Source: an optimization exercise on an open RTL-to-GDS flow (aim: a short achievable clock period and few clock cycles). Production flows keep margins and buffers that such runs may drop. Only simulation tests tie the RTL to the original design; equivalence was not proved. Power and IR drop assume default switching activity.

### flow/config.mk
export PLATFORM = sky130hd
export DESIGN_NAME = cpu
export DESIGN_NICKNAME = cpu
export VERILOG_FILES = /design/flow/design.v
export SDC_FILE = /design/flow/constraint.sdc
export NUM_CORES = 4
export LEC_CHECK = 0
export ABC_CLOCK_PERIOD_IN_PS = 4000
export CAP_MARGIN = 20
export CELL_PAD_IN_SITES_GLOBAL_PLACEMENT = 2
export CORE_MARGIN = 2
export CORE_UTILIZATION = 40
export PLACE_DENSITY = 0.55
export SLEW_MARGIN = 20
### flow/constraint.sdc
create_clock -name core_clock -period 11.0 [get_ports {clk}]
set_input_delay 2.2000 -clock core_clock [delete_from_list [all_inputs] [get_ports {clk}]]
set_output_delay 2.2000 -clock core_clock [all_outputs]
set_load 0.01 [all_outputs]
### flow/design.v
module ks_add #(parameter int W = 32) (
    input  [W-1:0] a,
    input  [W-1:0] b,
    input          cin,
    output [W-1:0] s,
    output         cout
);
    localparam int N = W + 1;
    localparam int L = (N > 32) ? 6 : (N > 16) ? 5 : (N > 8) ? 4 : (N > 4) ? 3 : 2;
    logic [(L+1)*N-1:0] g, p;
    assign g[N-1:0] = {a & b, cin};
    assign p[N-1:0] = {a ^ b, 1'b0};
    genvar l, i;
    generate
        for (l = 0; l < L; l++) begin : lv
            for (i = 0; i < N; i++) begin : bt
                if (i >= (1 << l)) begin : pre
                    assign g[(l+1)*N+i] = g[l*N+i] | (p[l*N+i] & g[l*N+i-(1<<l)]);
                    assign p[(l+1)*N+i] = p[l*N+i] & p[l*N+i-(1<<l)];
                end else begin : pass
                    assign g[(l+1)*N+i] = g[l*N+i];
                    assign p[(l+1)*N+i] = p[l*N+i];
                end
            end
        end
    endgenerate
    assign s    = p[N-1:1] ^ g[L*N+N-2:L*N];
    assign cout = g[L*N+N-1];
endmodule
module cpu(
    input clk,
    input rst,
    input [31:0] i_IM_inst,
    input [31:0] i_DM_DI,
    output logic [31:0] o_IM_addr,
    output logic        o_DM_CS,
    output logic [3:0]  o_DM_WEB,
    output logic [31:0] o_DM_addr,
    output logic [31:0] o_DM_DI
);
    localparam BI = 3;
    localparam NB = 1 << BI;
    logic        stall, redirect, e_go;
    logic [31:2] redirect_pc;
    logic        m_jalr;
    logic [31:2] m_jtgt;
    logic [31:2] pc_f;
    assign o_IM_addr = {pc_f, 2'b00};
    logic              btb_v   [NB];
    logic [1:0]        btb_ctr [NB];
    logic [31:2+BI]    btb_tag [NB];
    logic [31:2]       btb_tgt [NB];
    logic [BI-1:0] f_idx;
    logic          f_hit, f_pred;
    logic [1:0]    f_ctr;
    logic [31:2]   f_inc, f_next;
    assign f_idx  = pc_f[2+BI-1:2];
    assign f_hit  = btb_v[f_idx] && (btb_tag[f_idx] == pc_f[31:2+BI]);
    assign f_ctr  = btb_ctr[f_idx];
    assign f_pred = f_hit && f_ctr[1];
    ks_add #(30) f_add (.a(pc_f), .b(30'd0), .cin(1'b1), .s(f_inc), .cout());
    assign f_next = f_pred ? btb_tgt[f_idx] : f_inc;
    logic        d_valid, d_pred, d_hit, d_use_skid;
    logic [1:0]  d_ctr;
    logic [31:2] d_pc;
    logic [31:0] d_skid;
    logic [31:0] d_inst;
    always_ff @(posedge clk, posedge rst) begin
        if (rst) begin
            pc_f       <= '0;
            d_valid    <= 1'b0;
            d_use_skid <= 1'b0;
        end else if (m_jalr) begin
            pc_f       <= m_jtgt;
            d_valid    <= 1'b0;
            d_use_skid <= 1'b0;
        end else if (redirect) begin
            pc_f       <= redirect_pc;
            d_valid    <= 1'b0;
            d_use_skid <= 1'b0;
        end else if (stall) begin
            d_use_skid <= 1'b1;
        end else begin
            pc_f       <= f_next;
            d_valid    <= 1'b1;
            d_use_skid <= 1'b0;
        end
    end
    always_ff @(posedge clk) begin
        if (stall) d_skid <= d_inst;
        if (!stall) begin
            d_pc   <= pc_f;
            d_pred <= f_pred;
            d_hit  <= f_hit;
            d_ctr  <= f_ctr;
        end
    end
    assign d_inst = d_use_skid ? d_skid : i_IM_inst;
    logic [6:0] d_op;
    logic [4:0] d_rd, d_rs1, d_rs2;
    logic [2:0] d_f3;
    assign d_op  = d_inst[6:0];
    assign d_rd  = d_inst[11:7];
    assign d_f3  = d_inst[14:12];
    assign d_rs1 = d_inst[19:15];
    assign d_rs2 = d_inst[24:20];
    logic d_is_op, d_is_opi, d_is_ld, d_is_st, d_is_br, d_is_jal, d_is_jalr, d_is_lui, d_is_auipc;
    assign d_is_op    = d_op == 7'b0110011;
    assign d_is_opi   = d_op == 7'b0010011;
    assign d_is_ld    = d_op == 7'b0000011;
    assign d_is_st    = d_op == 7'b0100011;
    assign d_is_br    = d_op == 7'b1100011;
    assign d_is_jal   = d_op == 7'b1101111;
    assign d_is_jalr  = d_op == 7'b1100111;
    assign d_is_lui   = d_op == 7'b0110111;
    assign d_is_auipc = d_op == 7'b0010111;
    logic [31:0] d_imm;
    always_comb begin
        if (d_is_st)
            d_imm = {{20{d_inst[31]}}, d_inst[31:25], d_inst[11:7]};
        else if (d_is_br)
            d_imm = {{19{d_inst[31]}}, d_inst[31], d_inst[7], d_inst[30:25], d_inst[11:8], 1'b0};
        else if (d_is_lui || d_is_auipc)
            d_imm = {d_inst[31:12], 12'b0};
        else if (d_is_jal)
            d_imm = {{11{d_inst[31]}}, d_inst[31], d_inst[19:12], d_inst[20], d_inst[30:21], 1'b0};
        else
            d_imm = {{20{d_inst[31]}}, d_inst[31:20]};
    end
    logic d_alu;       
    assign d_alu = d_is_op || d_is_opi;
    logic d_wr, d_use1, d_use2;
    assign d_wr   = (d_rd != 5'd0) && (d_alu || d_is_ld || d_is_lui || d_is_auipc || d_is_jal || d_is_jalr);
    assign d_use1 = d_alu || d_is_ld || d_is_st || d_is_br || d_is_jalr;
    assign d_use2 = d_is_op || d_is_st || d_is_br;
    logic [31:0] rf [1:31];
    logic        w_wr;
    logic [4:0]  w_rd;
    logic [31:0] wb_data;
    always_ff @(posedge clk, posedge rst) begin
        if (rst) begin
            for (int i = 1; i < 32; i++) rf[i] <= 32'd0;
        end else if (w_wr) begin
            rf[w_rd] <= wb_data;
        end
    end
    logic        e_valid, e_wr, e_is_ld;
    logic [4:0]  e_rd;
    logic        m_wr, m_ld;
    logic [4:0]  m_rd;
    logic d_sm1, d_sw1, d_sx1, d_sm2, d_sw2, d_sx2;
    assign d_sm1 = e_valid && e_wr && e_rd == d_rs1;
    assign d_sw1 = !d_sm1 && m_wr && m_rd == d_rs1;
    assign d_sx1 = !d_sm1 && !d_sw1 && w_wr && w_rd == d_rs1;
    assign d_sm2 = e_valid && e_wr && e_rd == d_rs2;
    assign d_sw2 = !d_sm2 && m_wr && m_rd == d_rs2;
    assign d_sx2 = !d_sm2 && !d_sw2 && w_wr && w_rd == d_rs2;
    logic [31:2] e_pc;
    logic [31:0] e_imm, e_rs1v, e_rs2v;
    logic [2:0]  e_f3;
    logic        e_is_st, e_is_br, e_is_jal, e_is_jalr;
    logic        e_a_pc, e_b_imm, e_sub, e_sra, e_pred, e_hit, e_brx, e_omis;
    logic [1:0]  e_ctr;
    logic        e_sel_add, e_sel_slt, e_sel_sltu, e_sel_xor, e_sel_or, e_sel_and, e_sel_sll, e_sel_sr, e_sel_imm, e_sel_link;
    logic        e_sm1, e_sw1, e_sx1, e_sr1, e_hm1, e_hw1;
    logic        e_sm2, e_sw2, e_sx2, e_sr2, e_hm2, e_hw2;
    logic [31:0] m_res, w_res, x_res;
    logic        w_ld;
    assign stall = e_valid && (e_hm1 || e_hw1 || e_hm2 || e_hw2);
    assign e_go  = e_valid && !stall;
    logic [31:0] a_fw, b_fw;
    assign a_fw = ({32{e_sm1}} & m_res) | ({32{e_sw1}} & w_res) | ({32{e_sx1}} & x_res) | ({32{e_sr1}} & e_rs1v);
    assign b_fw = ({32{e_sm2}} & m_res) | ({32{e_sw2}} & w_res) | ({32{e_sx2}} & x_res) | ({32{e_sr2}} & e_rs2v);
    logic [31:0] op_a, op_b, sum;
    logic        cout;
    assign op_a = e_a_pc  ? {e_pc, 2'b00} : a_fw;
    assign op_b = e_b_imm ? e_imm : b_fw;
    ks_add #(32) e_add (.a(op_a), .b(e_sub ? ~op_b : op_b), .cin(e_sub), .s(sum), .cout(cout));
    logic eq, lt, ltu;
    assign eq  = a_fw == op_b;
    assign ltu = !cout;
    assign lt  = ltu ^ a_fw[31] ^ op_b[31];
    logic [31:0] sll_r, sr_r;
    assign sll_r = a_fw << op_b[4:0];
    assign sr_r  = 32'($signed({e_sra & a_fw[31], a_fw}) >>> op_b[4:0]);
    logic [31:2] e_pc4, e_tgt;
    ks_add #(30) e_inc (.a(e_pc), .b(30'd0), .cin(1'b1), .s(e_pc4), .cout());
    ks_add #(30) e_tad (.a(e_pc), .b(e_imm[31:2]), .cin(1'b0), .s(e_tgt), .cout());
    logic [31:0] res;
    assign res = ({32{e_sel_add }} & sum)
               | ({32{e_sel_slt }} & {31'd0, lt})
               | ({32{e_sel_sltu}} & {31'd0, ltu})
               | ({32{e_sel_xor }} & (a_fw ^ op_b))
               | ({32{e_sel_or  }} & (a_fw | op_b))
               | ({32{e_sel_and }} & (a_fw & op_b))
               | ({32{e_sel_sll }} & sll_r)
               | ({32{e_sel_sr  }} & sr_r)
               | ({32{e_sel_imm }} & e_imm)
               | ({32{e_sel_link}} & {e_pc4, 2'b00});
    logic cond, taken;
    assign cond  = e_f3[2] ? (e_f3[1] ? ltu : lt) : eq;
    assign taken = e_is_jal || (e_is_br && (cond ^ e_f3[0]));
    assign redirect    = e_go && (e_is_br ? (cond ^ e_brx) : e_omis);
    assign redirect_pc = e_pred ? e_pc4 : e_tgt;
    always_ff @(posedge clk, posedge rst) begin
        if (rst) begin
            e_valid <= 1'b0;
        end else if (m_jalr || redirect) begin
            e_valid <= 1'b0;
        end else if (!stall) begin
            e_valid <= d_valid;
        end
    end
    always_ff @(posedge clk) begin
        if (!stall) begin
            e_pc       <= d_pc;
            e_imm      <= d_imm;
            e_rs1v     <= (d_rs1 == 5'd0) ? 32'd0 : rf[d_rs1];
            e_rs2v     <= (d_rs2 == 5'd0) ? 32'd0 : rf[d_rs2];
            e_rd       <= d_rd;
            e_f3       <= d_f3;
            e_wr       <= d_wr;
            e_is_ld    <= d_is_ld;
            e_is_st    <= d_is_st;
            e_is_br    <= d_is_br;
            e_is_jal   <= d_is_jal;
            e_is_jalr  <= d_is_jalr;
            e_a_pc     <= d_is_auipc;
            e_b_imm    <= !(d_is_op || d_is_br);
            e_sub      <= d_is_br || (d_alu && (d_f3 == 3'b010 || d_f3 == 3'b011))
                          || (d_is_op && d_f3 == 3'b000 && d_inst[30]);
            e_sra      <= d_inst[30];
            e_pred     <= d_pred;
            e_brx      <= d_pred ^ d_f3[0];
            e_omis     <= d_is_jalr || (d_is_jal ? !d_pred : d_pred);
            e_hit      <= d_hit;
            e_ctr      <= d_ctr;
            e_sel_add  <= (d_alu && d_f3 == 3'b000) || d_is_auipc || d_is_ld || d_is_st;
            e_sel_slt  <= d_alu && d_f3 == 3'b010;
            e_sel_sltu <= d_alu && d_f3 == 3'b011;
            e_sel_xor  <= d_alu && d_f3 == 3'b100;
            e_sel_or   <= d_alu && d_f3 == 3'b110;
            e_sel_and  <= d_alu && d_f3 == 3'b111;
            e_sel_sll  <= d_alu && d_f3 == 3'b001;
            e_sel_sr   <= d_alu && d_f3 == 3'b101;
            e_sel_imm  <= d_is_lui;
            e_sel_link <= d_is_jal || d_is_jalr;
            e_sm1      <= d_sm1;
            e_sw1      <= d_sw1;
            e_sx1      <= d_sx1;
            e_sr1      <= !(d_sm1 || d_sw1 || d_sx1);
            e_hm1      <= d_use1 && d_sm1 && e_is_ld;
            e_hw1      <= d_use1 && d_sw1 && m_ld;
            e_sm2      <= d_sm2;
            e_sw2      <= d_sw2;
            e_sx2      <= d_sx2;
            e_sr2      <= !(d_sm2 || d_sw2 || d_sx2);
            e_hm2      <= d_use2 && d_sm2 && e_is_ld;
            e_hw2      <= d_use2 && d_sw2 && m_ld;
        end else begin
            if (!e_hm1) e_rs1v <= e_sw1 ? wb_data : a_fw;
            if (!e_hm2) e_rs2v <= e_sw2 ? wb_data : b_fw;
            e_sm1 <= 1'b0;
            e_sx1 <= 1'b0;
            e_sw1 <= e_hm1;
            e_hw1 <= e_hm1;
            e_hm1 <= 1'b0;
            e_sr1 <= !e_hm1;
            e_sm2 <= 1'b0;
            e_sx2 <= 1'b0;
            e_sw2 <= e_hm2;
            e_hw2 <= e_hm2;
            e_hm2 <= 1'b0;
            e_sr2 <= !e_hm2;
        end
    end
    logic          u_go, u_hit, u_taken;
    logic [1:0]    u_ctr;
    logic [31:2]   u_pc, u_tgt;
    logic [BI-1:0] u_idx;
    assign u_idx = u_pc[2+BI-1:2];
    always_ff @(posedge clk, posedge rst) begin
        if (rst) u_go <= 1'b0;
        else     u_go <= e_go && (e_is_br || e_is_jal);
    end
    always_ff @(posedge clk) begin
        u_hit   <= e_hit;
        u_taken <= taken;
        u_ctr   <= e_ctr;
        u_pc    <= e_pc;
        u_tgt   <= e_tgt;
    end
    always_ff @(posedge clk, posedge rst) begin
        if (rst) begin
            for (int i = 0; i < NB; i++) begin
                btb_v[i]   <= 1'b0;
                btb_ctr[i] <= 2'b00;
            end
        end else if (u_go) begin
            if (u_hit) begin
                if (u_taken && u_ctr != 2'b11)       btb_ctr[u_idx] <= u_ctr + 2'd1;
                else if (!u_taken && u_ctr != 2'b00) btb_ctr[u_idx] <= u_ctr - 2'd1;
            end else if (u_taken) begin
                btb_v[u_idx]   <= 1'b1;
                btb_ctr[u_idx] <= 2'b10;
            end
        end
    end
    always_ff @(posedge clk) begin
        if (u_go && !u_hit && u_taken) begin
            btb_tag[u_idx] <= u_pc[31:2+BI];
            btb_tgt[u_idx] <= u_tgt;
        end
    end
    logic [2:0]  m_f3;
    logic [3:0]  e_web;
    logic [31:0] e_sdata;
    always_comb begin
        case (e_f3[1:0])
            2'b00:   e_web = ~(4'b0001 << sum[1:0]);
            2'b01:   e_web = sum[1] ? 4'b0011 : 4'b1100;
            default: e_web = 4'b0000;
        endcase
        case (e_f3[1:0])
            2'b00:   e_sdata = {4{b_fw[7:0]}};
            2'b01:   e_sdata = {2{b_fw[15:0]}};
            default: e_sdata = b_fw;
        endcase
    end
    always_ff @(posedge clk, posedge rst) begin
        if (rst) begin
            m_wr     <= 1'b0;
            m_jalr   <= 1'b0;
            o_DM_CS  <= 1'b0;
            o_DM_WEB <= 4'hf;
        end else begin
            m_wr     <= e_go && e_wr;
            m_jalr   <= e_go && e_is_jalr;
            o_DM_CS  <= e_go && (e_is_ld || e_is_st);
            o_DM_WEB <= (e_go && e_is_st) ? e_web : 4'hf;
        end
    end
    always_ff @(posedge clk) begin
        m_ld    <= e_is_ld;
        m_rd    <= e_rd;
        m_res   <= res;
        m_f3    <= e_f3;
        m_jtgt  <= sum[31:2];
        o_DM_DI <= e_sdata;
        if (e_go && (e_is_ld || e_is_st)) o_DM_addr <= sum;
    end
    logic [2:0] w_f3;
    always_ff @(posedge clk, posedge rst) begin
        if (rst) w_wr <= 1'b0;
        else     w_wr <= m_wr;
    end
    always_ff @(posedge clk) begin
        w_ld  <= m_ld;
        w_rd  <= m_rd;
        w_res <= m_res;
        w_f3  <= m_f3;
        x_res <= wb_data;
    end
    logic [31:0] ld_sh, ld_val;
    assign ld_sh = i_DM_DI >> {w_res[1:0], 3'b000};
    always_comb begin
        case (w_f3)
            3'b000:  ld_val = {{24{ld_sh[7]}}, ld_sh[7:0]};
            3'b001:  ld_val = {{16{ld_sh[15]}}, ld_sh[15:0]};
            3'b100:  ld_val = {24'd0, ld_sh[7:0]};
            3'b101:  ld_val = {16'd0, ld_sh[15:0]};
            default: ld_val = i_DM_DI;
        endcase
    end
    assign wb_data = w_ld ? ld_val : w_res;
endmodule
### flow/flow/run.sh
#!/bin/bash
# The standard layout, with timing repair aiming 6.8 ns below the clock
# period (the clock, constraints and synthesis are the standard ones).
bash standard.sh SETUP_SLACK_MARGIN=6.8 finish > flow.log 2>&1
### flow/standard.sh
#!/bin/bash
# synth_recipe.tcl (not shown) runs the flow's synth.tcl, then flattens the netlist and writes it again
# the make line also repeats each setting of config.mk as NAME=value (left out here)
make -C /OpenROAD-flow-scripts/flow DESIGN_CONFIG=/design/flow/config.mk WORK_HOME=/design/flow/orfs CLKGATE_MAP_FILE= SYNTH_SCRIPT=/design/flow/synth_recipe.tcl "${@:-finish}"
==> implementation parameters <==
Parameter                              Value

Routing
  DRC viols ... 0
  DR vias ... 87000
  Detailed-routing iteration count for the pre-antenna-repair pass ... 9
  Vias per Instance ... 6.70
  Wire length per cell after detailed routing ... 41.5 um
  Post-detailed-routing wire length ... 539000 um
  Iteration-0 DRC Markers ... 13700
  Post-route ant nets ... 0

Final layout
  Layout overhead on the synthesized area ... 23.3%
  Final nets ... 9786
  Final standard cell count with taps included and fillers excluded ... 13000
  Fraction of final layout cells with drive strength greater than 1 ... 0.190
  Area of all placed cells without fillers ... 0.119 mm2
  Utilization of the core after routing ... 0.495

Power and ir drop
  P_leak ... ~48 nW
  Clk network pwr share ... 0.321
  Power Dens Cells ... 203 mW/mm2
  Combinational share of power ... 0.268
  Proportion of total power due to net switching ... 0.350
  VDD IR max ... roughly 0.00018 V
  Internal power contribution ... 15.7 mW
  Net switching power ... around 8.4 mW
  Post-layout power ... 24.1 mW
  Part of the power in registers ... 0.411

STA
  Final worst-path cycle share ... 0.468
  Fmax ... 194 MHz
  Final setup skew ... 0.127 ns
  Max-Slew Margin vs Limit ... 0.185
  Final setup violation count ... 0
  Unrepaired setup endpoints after global routing ... yes
  Final critical delay including setup and external delays ... 5.15 ns
  Final Max Slew Viols ... 0
  Hold Violations, Final ... 0
  Pin slew with the least headroom to its limit ... 1.22 ns

Floorplan
  Die Outline Area ... 0.245 mm2
  Overall die height ... 495 um
  Number of core rows ... 180
  Starting density of the core ... 0.401
  Area of the placeable core ... 0.240 mm2
  Die extent in x ... 495 um
  Boundary Pins ... approximately 170

Clock network
  Total number of clock tree sinks ... 2024
  Maximum level of the CTS H-tree ... 4
  Master cell of the clock root buffer ... sky130_fd_sc_hd__clkbuf_16
  Bufs on Longest Clock Path ... 3
  Clock tree from TritonCTS ... done
  Clock transition at the registers of the reported paths ... 0.06 ns
  TritonCTS buffer count ... 216
  Insertion delay to the later sink of the worst-skew pair ... 0.97 ns

GRT
  Grt total ovfl ... 0
  First-pass GRT wire length ... 710000 um
  Initial antenna violation count ... 48
  Vias in the first global route ... 80800
  Global-route usage over all layers ... 0.423
  Pin count of the biggest net entering global routing ... 156

Critical path
  Critical setup path kind ... flip-flop to flip-flop
  Arrival time at the worst endpoint ... 5.93 ns
  Endpoint required time on the critical path ... about 12 ns
  Endpoint kind of the worst setup timing path ... flip-flop
  Critical-path maximum fanout ... 32
  Critical path launch point type ... flip-flop

Place
  Routability-driven placement congestion ratio ... between 1 and 1.5
  Detailed placement HPWL ... 344000 um
  Placed Area ... about 0.10 mm2
  PortBufs ... 164
  Placed cells ... 12200

Synth
  Post-synthesis instance area ... 0.0962 mm2
  Dominant synthesized flop cell ... sky130_fd_sc_hd__dfrtp_1
  Number of standard cells after synthesis ... 9248
  Seq cells post-synth ... 2024
  Proportion of synthesized chip area in sequential cells ... 0.550
  Synthesis warning total ... 4
  Synthesized area per cell ... 10.4 um2
  Synth unique cells ... between 90 and 100
  Number of enable-type register cells in the synthesized netlist ... 714
  Share of synthesized registers carrying an async set or reset ... 0.523

Status
  Outcome ... no timing/DRC/antenna violations

Job
  MaxCap Viol Count ... 0

Worst hold path
  Worst Hold Class ... flip-flop to flip-flop
sequential cells by signal, summed over array words and instances (netlist names), 32 cells and up:
name and flops:
rf 992, btb_tgt 240, btb_tag 216, d_skid 32, e_imm 32, e_rs1v 32
e_rs2v 32, m_res 32, o_DM_DI 32, o_DM_addr 32, w_res 32, x_res 32
critical path, cell delays in order, from the launching register on:
cell	delay, ns
sky130_fd_sc_hd__dfxtp_1	0.30
sky130_fd_sc_hd__buf_4	0.26
sky130_fd_sc_hd__a22oi_1	0.37
sky130_fd_sc_hd__nand2_2	0.42
sky130_fd_sc_hd__mux2_2	0.41
sky130_fd_sc_hd__ha_1	0.46
sky130_fd_sc_hd__and4_1	0.26
sky130_fd_sc_hd__and2_2	0.26
sky130_fd_sc_hd__o311ai_4	0.13
sky130_fd_sc_hd__buf_12	0.16
sky130_fd_sc_hd__a2111o_1	0.48
sky130_fd_sc_hd__and4b_1	0.24
sky130_fd_sc_hd__or3_4	0.41
sky130_fd_sc_hd__buf_12	0.15
sky130_fd_sc_hd__or4_4	0.48
sky130_fd_sc_hd__o221ai_2	0.07
sky130_fd_sc_hd__a221oi_1	0.10
power by group through the flow:
stage,Sequential (mW),Clock [mW],Combinational [mW]
finish,9.89,7.73,6.46
global route,9.92,8.10,6.68
CTS,9.85,7.81,6.06
detailed placement,10.1,0,5.34
global placement,10.1,0,5.35
floorplan,9.55,0,2.98
cells by family after synthesis:
kind of cell	synth area share
AOI/OAI and AO/OA	0.209
and+or+nand+nor	0.111
DFF	0.550
buffers and inverters	0.0370
muxes	0.0579
xor gates and xnor gates	0.0179
adders and majority gates	0.0175
other	0.0000390
repair_timing:
item                                    in CTS  in global routing
gates cloned                                22                 27
resized for setup                          653                356
hold buffers                                 0                  0
endpoints found under the setup margin     545                382
pin swaps                                  140                172
setup buffers                              212                128
path summary, 6_finish.rpt:
check	start	cells past startpoint	endpoint	slack, ns
worst max-delay path	e_sr1$_DFF_P_	16	pc_f[15]$_DFFE_PP0N_	5.85
worst min-delay path	m_f3[1]$_DFF_P_	0	w_f3[1]$_DFF_P_	0.33
worst max register to register	e_sr1$_DFF_P_	16	pc_f[15]$_DFFE_PP0N_	5.85
worst min register to register	m_f3[1]$_DFF_P_	0	w_f3[1]$_DFF_P_	0.33
max in group asynchronous	rst	5	rf[9][22]$_DFFE_PP0P_	7.03
min in group asynchronous	rst	3	pc_f[10]$_DFFE_PP0N_	1.86
cell usage in the layout (no fill, tap or decap), types with 220 or more instances in the layout:
cell type                   count
sky130_fd_sc_hd__nand2_1     1385
sky130_fd_sc_hd__o21ai_0     1231
sky130_fd_sc_hd__dfrtp_1     1035
sky130_fd_sc_hd__edfxtp_1     714
sky130_fd_sc_hd__a22oi_1      486
sky130_fd_sc_hd__buf_4        457
sky130_fd_sc_hd__a21oi_1      294
sky130_fd_sc_hd__nor2_1       290
sky130_fd_sc_hd__dfxtp_1      246
sky130_fd_sc_hd__clkbuf_16    243
sky130_fd_sc_hd__a22o_1       220
layer usage:
metal  global-route usage  share of wire  vias to the layer above
li1                     -              -                    35300
met1                0.533           0.38                    43400
met2                0.641           0.43                     6272
met3               0.0966           0.10                     2020
met4                0.299          0.091                       30
met5                    0        0.00035                        -
final cells by class:
| type | instances | area, um2 |
|---|---|---|
| diodes | 22 | 55.1 |
| clock buffers | 325 | 6390 |
| clock inverters | 79 | 1180 |
| fillers | 21800 | 121000 |
| inverters | 159 | 631 |
| multi-input cells | 6314 | 43800 |
| flip-flops and latches | 2024 | 53000 |
| well taps | 3185 | 3990 |
| repair buffers | 869 | 9610 |
| repair inverters | 2 | 15.0 |
cells in the mapped netlist, drive strengths merged (51+ instances only):
master,instances,share of area
nand2,1471,0.057
o21ai,1293,0.067
dfrtp,1054,0.27
edfxtp,714,0.22
clkbuf,649,0.025
a22oi,513,0.040
nor2,363,0.014
a21oi,336,0.017
dfxtp,252,0.052
a221oi,240,0.022
a22o,222,0.020
mux2i,215,0.022
nand4,178,0.012
nand3,169,0.0088
inv,157,0.0061
ha,133,0.017
xnor2,125,0.011
mux4,110,0.026
buf,107,0.0055
nor3,85,0.0045
mux2,83,0.0097
a222oi,82,0.0085
xor2,72,0.0066
o22ai,71,0.0046
a21o,51,0.0040
metrics by stage:
step / setup TNS [ns] / hold WS, ns / setup slack (ns)
after floorplan: -6105.09 / 0.310 / -5.79
after global placement: 0 / 0.312 / 2.80
after detailed placement: 0 / 0.313 / 3.76
after CTS: 0 / 0.327 / 6.00
after global routing: 0 / 0.331 / 5.81
final: 0 / 0.326 / 5.85
Testbench counts, summed over its fixed seeds: cycles 318,971.

## static timing again, ports no longer ideal
No port has a modelled driver above. Below, the same layout with a new extraction and two added sets of constraints.
Step 1 assumes that a clkbuf_16 drives the clock port and a buf_2 every other input.
Step 2 times the ports against the registers' clock, not the clock port: input delays grow and output delays shrink by t, the midpoint of the rising clock arrivals with the driver on.
Slacks: ideal ports / drivers / drivers and shift; pairs: ideal ports / drivers.
t, ns: 1.017
setup slack, ns: 5.852 / 5.852 / 5.518
worst register clock-pin slew, ns: 0.07 / 0.07
After both steps setup and hold are still met in this run. The setup slack of this run moves by 0.000 ns with the drivers and by -0.334 ns with both steps.
